Source: an optimization exercise on an open RTL-to-GDS flow (aim: small area). Production flows keep margins and buffers that such runs may drop. Function was checked by simulation only, so behaviour that the tests miss may differ from the original. Power and IR drop assume default switching activity.

**flow/design.v**
```verilog
module pccpu(
	input clock, reset,
	input start, enable,
	input [15:0] d_datain, i_datain,
	input [3:0] select_y,
	output [7:0] i_addr,
	output [7:0] d_addr,
	output d_we,
	output reg [15:0] y,
	output [15:0] d_dataout
	);
	localparam [4:0] OP_LDIH = 5'b00001, OP_ADDI = 5'b00101, OP_SUBI = 5'b01101,
	                 OP_HALT = 5'b00110, OP_STALL1 = 5'b01001, OP_STALL2 = 5'b11001,
	                 OP_STORE = 5'b11010, OP_LOAD = 5'b11110, OP_NOP = 5'b10010,
	                 OP_CMP = 5'b11000, OP_JUMP = 5'b01011, OP_JMPR = 5'b00011,
	                 OP_BZ = 5'b11111, OP_BNZ = 5'b11011, OP_BN = 5'b00111,
	                 OP_BNN = 5'b01111, OP_BC = 5'b10011, OP_BNC = 5'b10111,
	                 OP_ADD = 5'b11100, OP_ADDC = 5'b00100, OP_SUB = 5'b01100,
	                 OP_SUBC = 5'b10100, OP_AND = 5'b01000, OP_OR = 5'b10000,
	                 OP_XOR = 5'b00000, OP_SLL = 5'b01010, OP_SLA = 5'b00010,
	                 OP_SRL = 5'b01110, OP_SRA = 5'b10110;
	reg state;
	reg [7:0] pc;
	reg [15:0] id_ir;
	reg [7:0] ex_ir, mem_ir;
	reg [2:0] wb_d;
	reg wb_we, wb_halt;
	reg [15:0] reg_A, reg_B, reg_C, reg_C1, smdr, smdr_1;
	reg zf, nf, cf, dw;
	reg [15:0] gr [0:7];
	reg [7:0] gv;
	wire run = state;
	wire [4:0] id_op = id_ir[15:11];
	wire [4:0] ex_op = ex_ir[7:3];
	wire [4:0] mem_op = mem_ir[7:3];
	wire [2:0] ex_d = ex_ir[2:0];
	wire [2:0] mem_d = mem_ir[2:0];
	always @(posedge clock or posedge reset)
		if (reset) state <= 1'b0;
		else if (!state) state <= enable & start;
		else state <= enable & ~wb_halt;
	wire id_branch = id_ir[12] & id_ir[11];
	wire id_load = (id_op == OP_LOAD);
	wire ld_haz = id_load & (({1'b0, id_ir[10:8]} == i_datain[3:0]) |
	                         ({1'b0, id_ir[10:8]} == i_datain[7:4]) |
	                         ({1'b1, id_ir[10:8]} == i_datain[11:8]));
	wire stall1 = (id_op == OP_STALL2) | ld_haz;
	reg taken;
	always @(*) begin
		if (mem_op[1:0] == 2'b11)
			case (mem_op[4:2])
				3'b111: taken = zf;
				3'b110: taken = ~zf;
				3'b001: taken = nf;
				3'b011: taken = ~nf;
				3'b100: taken = cf;
				3'b101: taken = ~cf;
				default: taken = 1'b1;
			endcase
		else
			taken = 1'b0;
	end
	always @(posedge clock or posedge reset)
		if (reset) begin
			id_ir <= 16'b1001_0000_0000_0000;
			pc <= 8'd0;
		end else if (run) begin
			if (id_branch)
				id_ir <= {OP_STALL2, 11'b0};
			else if (stall1)
				id_ir <= {OP_STALL1, 11'b0};
			else begin
				id_ir <= i_datain;
				pc <= taken ? reg_C[7:0] : pc + 8'd1;
			end
		end
	assign i_addr = pc;
	wire [2:0] ra = id_ir[11] ? id_ir[10:8] : id_ir[6:4];
	wire [2:0] rb = id_ir[2:0];
	wire [2:0] rs = id_ir[10:8];
	function [15:0] rd;
		input [2:0] a;
		input [7:0] v;
		input [127:0] f;
		integer i;
		begin
			rd = 16'd0;
			for (i = 0; i < 8; i = i + 1)
				rd = rd | ({16{(a == i) & v[i]}} & f[16*i +: 16]);
		end
	endfunction
	wire [127:0] grf = {gr[7], gr[6], gr[5], gr[4], gr[3], gr[2], gr[1], gr[0]};
	wire [15:0] gr_a = rd(ra, gv, grf);
	wire [15:0] gr_b = rd(rb, gv, grf);
	wire [15:0] gr_s = rd(rs, gv, grf);
	wire [15:0] ALUo;
	wire cout;
	wire ex_stall1 = (ex_op == OP_STALL1);
	wire ex_load = (ex_op == OP_LOAD);
	wire op_sub = (ex_op == OP_SUB) | (ex_op == OP_SUBI) | (ex_op == OP_CMP) | (ex_op == OP_SUBC);
	wire op_add = (ex_op[1:0] == 2'b11) | ex_load | (ex_op == OP_STORE) | (ex_op == OP_LDIH) |
	              (ex_op == OP_ADDI) | (ex_op == OP_ADD) | (ex_op == OP_ADDC);
	wire use_cf = (ex_op == OP_ADDC) | (ex_op == OP_SUBC);
	wire cin = op_sub ^ (use_cf & cf);
	wire [15:0] bx = reg_B ^ {16{op_sub}};
	wire [15:0] pp = reg_A ^ bx;
	wire [15:0] gg = reg_A & bx;
	wire [16:0] cc;
	assign cc[0] = cin;
	genvar gi;
	generate
		for (gi = 0; gi < 16; gi = gi + 1) begin : rca
			assign cc[gi + 1] = gg[gi] | (pp[gi] & cc[gi]);
		end
	endgenerate
	wire [15:0] sum = pp ^ cc[15:0];
	wire op_shl = (ex_op == OP_SLL) | (ex_op == OP_SLA);
	wire op_shr = (ex_op == OP_SRL) | (ex_op == OP_SRA);
	wire big = |reg_B[15:4];
	function [15:0] rev16;
		input [15:0] x;
		integer i;
		begin
			for (i = 0; i < 16; i = i + 1) rev16[i] = x[15 - i];
		end
	endfunction
	wire [15:0] sh_in = op_shl ? rev16(reg_A) : reg_A;
	wire [15:0] sh_r = sh_in >> reg_B[3:0];
	wire [15:0] sh_o = big ? 16'd0 : (op_shl ? rev16(sh_r) : sh_r);
	assign ALUo = ((op_add | op_sub) ? sum : 16'd0) |
	              (((ex_op == OP_AND) | (ex_op == OP_OR)) ? gg : 16'd0) |
	              (((ex_op == OP_XOR) | (ex_op == OP_OR)) ? pp : 16'd0) |
	              ((op_shl | op_shr) ? sh_o : 16'd0);
	wire flag_wr = ex_op[0];
	wire cf_keep = ~(op_add | op_sub);
	assign cout = cf_keep ? cf : (cc[16] ^ op_sub);
	wire a_ex = (ex_d == ra);
	wire a_mem = (mem_d == ra);
	wire a_wb = (wb_d == ra);
	wire b_ex = (ex_d == rb);
	wire b_mem = (mem_d == rb);
	wire b_wb = (wb_d == rb);
	wire mem_load = (mem_op == OP_LOAD);
	reg [15:0] a_nx, b_nx;
	always @(*) begin
		if (a_ex) a_nx = ALUo;
		else if (a_mem | a_wb) begin
			if (ex_stall1 & a_mem) a_nx = d_datain;
			else if (id_ir[11] ? ex_load : a_wb) a_nx = reg_C1;
			else a_nx = reg_C;
		end else a_nx = gr_a;
		if (id_ir[4:3] == 2'b00) begin
			if (b_ex) b_nx = ALUo;
			else if (b_mem | b_wb) begin
				if (ex_stall1) b_nx = d_datain;
				else if (b_wb) b_nx = reg_C1;
				else b_nx = reg_C;
			end else b_nx = gr_b;
		end else if (id_op == OP_LDIH)
			b_nx = {id_ir[7:0], 8'b0};
		else if (id_branch | (id_op == OP_ADDI) | (id_op == OP_SUBI))
			b_nx = {8'b0, id_ir[7:0]};
		else
			b_nx = {12'b0, id_ir[3:0]};
	end
	wire [15:0] s_nx = (mem_d == rs) ? (mem_load ? d_datain : ALUo) : gr_s;
	always @(posedge clock or posedge reset)
		if (reset) begin
			ex_ir <= 8'b1001_0000;
			reg_A <= 16'd0;
			reg_B <= 16'd0;
			smdr <= 16'd0;
		end else if (run) begin
			ex_ir <= id_ir[15:8];
			reg_A <= a_nx;
			reg_B <= b_nx;
			if (id_op == OP_STORE) smdr <= s_nx;
		end
	always @(posedge clock or posedge reset)
		if (reset) begin
			mem_ir <= 8'b1001_0000;
			reg_C <= 16'd0;
			zf <= 1'b0;
			nf <= 1'b0;
			cf <= 1'b0;
			dw <= 1'b0;
			smdr_1 <= 16'd0;
		end else if (run) begin
			mem_ir <= ex_ir;
			reg_C <= ALUo;
			if (flag_wr) begin
				zf <= (reg_C == 16'd0);
				nf <= reg_C[15];
				cf <= cout;
			end
			dw <= (ex_op == OP_STORE);
			if (ex_op == OP_STORE) smdr_1 <= smdr;
		end
	wire mem_nowr = (mem_op == OP_NOP) | (mem_op[1:0] == 2'b11) | (mem_op == OP_HALT) |
	                (mem_op == OP_STALL2) | (mem_op == OP_STALL1) | (mem_op == OP_STORE) |
	                (mem_op == OP_CMP);
	always @(posedge clock or posedge reset)
		if (reset) begin
			wb_d <= 3'd0;
			wb_we <= 1'b0;
			wb_halt <= 1'b0;
			reg_C1 <= 16'd0;
		end else if (run) begin
			wb_d <= mem_d;
			wb_we <= ~mem_nowr;
			wb_halt <= (mem_op == OP_HALT);
			reg_C1 <= mem_load ? d_datain : reg_C;
		end
	assign d_we = dw;
	assign d_dataout = smdr_1;
	assign d_addr = reg_C[7:0];
	wire wr = run & wb_we;
	always @(posedge clock or posedge reset)
		if (reset) gv <= 8'd0;
		else if (wr) gv[wb_d] <= 1'b1;
	integer k;
	always @(posedge clock)
		for (k = 0; k < 8; k = k + 1)
			if (wr && wb_d == k) gr[k] <= reg_C1;
	wire [15:0] gr_y = rd(select_y[2:0], gv & 8'hFE, grf);
	always @(*) begin
		case (select_y)
			4'b0001, 4'b0010, 4'b0011, 4'b0100,
			4'b0101, 4'b0110, 4'b0111: y = gr_y;
			4'b1000: y = reg_A;
			4'b1001: y = reg_B;
			4'b1011: y = reg_C;
			4'b1100: y = reg_C1;
			4'b1101: y = smdr;
			4'b1110: y = id_ir;
			default: y = {3'b000, dw, 2'b00, zf, nf, pc};
		endcase
	end
endmodule
```
**flow/run.sh**
```bash
#!/bin/bash
# synth_recipe.tcl (not shown) runs the flow's synth.tcl, then flattens the netlist and writes it again
# the make line also repeats each setting of config.mk as NAME=value (left out here)
make -C /OpenROAD-flow-scripts/flow DESIGN_CONFIG=/design/flow/config.mk WORK_HOME=/design/flow/orfs CLKGATE_MAP_FILE= SYNTH_SCRIPT=/design/flow/synth_recipe.tcl finish
```
**flow/config.mk**
```make
export PLATFORM = sky130hd
export DESIGN_NAME = pccpu
export DESIGN_NICKNAME = pccpu
export VERILOG_FILES = /design/flow/design.v
export SDC_FILE = /design/flow/constraint.sdc
export NUM_CORES = 4
export LEC_CHECK = 0
export CAP_MARGIN = 20
export CORE_MARGIN = 2
export CORE_UTILIZATION = 40
export SLEW_MARGIN = 20
```
**flow/constraint.sdc**
```tcl
create_clock -name core_clock -period 8.0 [get_ports {clock}]
set_input_delay 1.6000 -clock core_clock [delete_from_list [all_inputs] [get_ports {clock}]]
set_output_delay 1.6000 -clock core_clock [all_outputs]
set_load 0.01 [all_outputs]
```
==> results.txt <==
slew margin rel.=0.1673; reg2reg start=ex_ir[5]$_DFFE_PP0P_; Total Routing Usage GR=0.3584; cts hold-fix bufs=0; Post-Synthesis Cell Area=18580 sq um; Syn Inst Count=1880; Final Cycle Share=0.9822; first-pass GRT wire length=124.8 mm; WHS Endpoint=smdr_1[11]$_DFFE_PP0P_; final wirelength=87.56 mm; clk slew on worst S/H paths=0.06 ns; largest net degree at the start of global routing=82; IO buf count=88; DR pass1 iterations=10; crit path from=ex_ir[5]$_DFFE_PP0P_; Die H=219.5 microns; Max clock buf depth=3; max cap viols=0; CTS Sinks=282; crit path DAT=8.30 ns; VDD IR max=0.0002722 V; fraction of registers with async set/reset=0.5461; Area Growth Syn to Fin=16.11%; Finish-stage setup viols=0; H-tree levels=2; Pleak=8.078 nW; multi-input combinational cell area=10300 sq um; Critical path buffers and inverters=2; Worst Hold Launch=smdr_1[11]$_DFFE_PP0P_; capturing point of the worst reg2reg path=reg_A[15]$_DFFE_PP0P_; Layout Nets=2012; reg2reg setup slack=0.14 ns; clk root buf=clkbuf_16; post-route cell area=21580 sq um; PD cells=452.9 nW/um^2; met1 GRT Util=0.4694; met2 Use GR=0.5411; Die Area=48200 sq um; Final Wtd Congestion=1.018; total core area=45580 sq um; placement row count=78; vias in the first global route=17114; ys flop type=dfrtp_1; drt wl/cell=34.22 microns; PnR Total Power=9.772 mW; Mapped Nets=1960; Hold Crit Depth=1; Fmax=127.3 MHz; Crit path max-delay family=adder cells; via count=18485; Fin. Hold Viols=0; Worst EP required=8.44 ns; Seq cells post-synth=282; Post-DRT Antenna Nets=0; Starting Density=0.4078; mean post-synth cell area=9.885 sq um; Post-synth EDFFs=128; status=no timing/DRC/antenna violations; Cell Area, Placed=20420 sq um; delay of the slowest cell on the worst path=0.46 ns; worst skew pair latency=0.56 ns; Slew @ Worst Pin=1.247 ns; CTS Buf Count=35; RSZ-0062 raised after global routing=yes; Overflow after GRT=0; crit path kind=flip-flop to flip-flop; WP depth=26; Synth cell types=89; Worst Hold Slack=0.5037 ns; Fill cells=4276; Worst Setup Start Kind=flip-flop; I/O pins=89; dpl hpwl=61.19 mm; met3 usage=0.1001; drc violations=0; Max Slew Vio Count=0; layout cells sized above 1=0.1445; CTS tree=done; Ant. Diodes=0; skew final=0.02469 ns; Sequential Area=7711 sq um; Worst R2R Path Depth=26; Most Crowded Layer GR=met2; initial antenna violation count=4; most used cell, CP=fa_2; Max stage delay cell, worst path=dfrtp_2; critical path peak fanout=5; CP Capture Type=flip-flop; vias per cell=7.224; worst min path class=flip-flop to flip-flop; register area share after synthesis=0.4146; Iter 0 DRT Violations=3591; Period minus WS final=7.857 ns; synth warn=2; Die X=219.5 microns
[worst max path at each step]
stage | slack (ns) | to
floorplan | 0.02 | reg_A[15]$_DFFE_PP0P_
global placement | 0.09 | reg_A[15]$_DFFE_PP0P_
detailed placement | -0.009 | reg_A[15]$_DFFE_PP0P_
CTS | 0.009 | reg_A[15]$_DFFE_PP0P_
global route | -0.12 | reg_A[15]$_DFFE_PP0P_
finish | 0.14 | reg_A[15]$_DFFE_PP0P_
[worst reg2reg max path, stage by stage (launching register included)]
cell and delay (ns):
dfrtp_2 0.46, nor2b_4 0.14, nand2b_1 0.12, nand3b_1 0.13, a21oi_4 0.24, xnor2_4 0.09, fa_2 0.37, fa_2 0.38
fa_2 0.41, fa_2 0.41, fa_2 0.36, fa_2 0.35, fa_2 0.35, fa_2 0.36, fa_2 0.35, fa_2 0.34
fa_2 0.35, fa_2 0.36, inv_2 0.07, fa_1 0.15, inv_1 0.05, fa_2 0.35, fa_2 0.36, fa_1 0.46
a222oi_1 0.30, nand2_1 0.16, a221o_1 0.32
[layer usage]
metal	vias up	wire length (microns)
met5	-	71
met4	4	6007
met3	365	11230
met2	1521	37740
met1	9015	32510
li1	7580	-
[state kept, by name, summed over array words and instances (netlist names), 3 cells and up]
signal  flops
id_ir      16
reg_B      16
ex_ir       8
mem_ir      8
gv          8
gr        128
smdr_1     16
reg_A      16
smdr       16
wb_d        3
reg_C      16
reg_C1     16
pc          8
[synth_stat cells, drive strengths merged (7+ instances only)]
cell type	number	area share
o211ai	13	0.0055
nor3	35	0.010
mux2i	53	0.029
or3	8	0.0027
a221o	21	0.011
mux2	38	0.023
nor4	15	0.0050
nand2b	15	0.0050
o21ai	77	0.021
a211oi	20	0.0092
nand3	72	0.019
and4b	7	0.0038
buf	38	0.011
o21a	9	0.0036
nor2	107	0.022
a21oi	85	0.023
a222oi	37	0.020
a22oi	175	0.071
edfxtp	128	0.21
nand2	154	0.031
a221oi	38	0.019
ha	24	0.016
a22o	51	0.024
fa	16	0.017
dfrtp	148	0.20
a31o	8	0.0038
xnor2	20	0.0094
nand4	31	0.010
o31ai	12	0.0051
clkbuf	123	0.025
xor2	32	0.015
and3	26	0.0088
mux4	15	0.018
inv	39	0.0079
and2	10	0.0034
nor3b	7	0.0028
a31oi	41	0.014
o221ai	18	0.0085
[repair_timing]
item,CTS,global route
endpoints found under the setup margin,0,6
gates resized for setup,0,5
buffers inserted,0,3
[final cells by class]
| class | count | area share |
|---|---|---|
| clock buffer | 46 | 0.04488 |
| clock inverter | 18 | 0.007132 |
| sequential | 282 | 0.3574 |
| inverter | 40 | 0.007190 |
| multi-input combinational | 1397 | 0.4772 |
| tap | 600 | 0.03479 |
| timing repair buffer | 176 | 0.07144 |
[through the flow]
step,worst slack [ns],TNS (ns),std cells,util
floorplan,0.01812,0,1880,-
global placement,0.08945,0,2492,0.4480
detailed placement,-0.008881,-0.008881,2492,0.4480
CTS,0.008837,0,2556,0.4726
global route,-0.1232,-0.2824,2559,0.4735
finish,0.1428,0,2559,0.4735
[cell families (layout without fill, tap and decap cells)]
logic type	Yosys count	after routing	synth area share
DFF	282	282	0.4146
muxes	106	106	0.07036
and+or+nand+nor	527	527	0.1425
adders and majority gates	40	40	0.03339
AOI/OAI and AO/OA	672	672	0.2706
buffers and inverters	201	280	0.04403
xor gates and xnor gates	52	52	0.02451
[power breakdown]
part           total [mW]  switching (mW)  internal, mW
registers            2.77           0.829          1.94
logic                5.43            3.47          1.96
clock network        1.57           0.672         0.897
[layout by cell type (no fill, tap or decap), types with 37 or more instances in the layout]
cell / count
mux2i_1: 50
a31oi_1: 40
a21oi_1: 84
a22o_1: 51
buf_4: 88
a22oi_1: 175
nor2_1: 104
o21ai_0: 75
nand3_1: 72
mux2_2: 37
dfrtp_1: 145
edfxtp_1: 128
nand2_1: 154
a222oi_1: 37
clkdlybuf4s50_1: 88

## separate check: timing with driven ports
In the flow no input, the clock included, has a driving cell. The finished layout below was timed again as built, in two steps. Step 1 (the two cells are an assumption about what drives the block):
set clk [get_ports {clock}]
set_driving_cell -lib_cell sky130_fd_sc_hd__clkbuf_16 $clk
set_driving_cell -lib_cell sky130_fd_sc_hd__buf_2 [delete_from_list [all_inputs] $clk]
Step 2 times the ports against the registers' clock, not the clock port: input delays grow and output delays shrink by t, the midpoint of the rising clock arrivals with the driver on. Three values: ideal ports, drivers, drivers and shift; two values: the first two.
t, ns: 0.604
setup WS [ns]: 0.143 / 0.143 / 0.143
worst hold slack (ns): 0.504 / 0.504 / 0.504
worst data-port slew with drivers (ns): 0.04
pins driven straight from the clock port: 1
After both steps this run still meets setup and hold. The setup slack of this run moves by 0.000 ns with the drivers and by 0.000 ns with both steps.
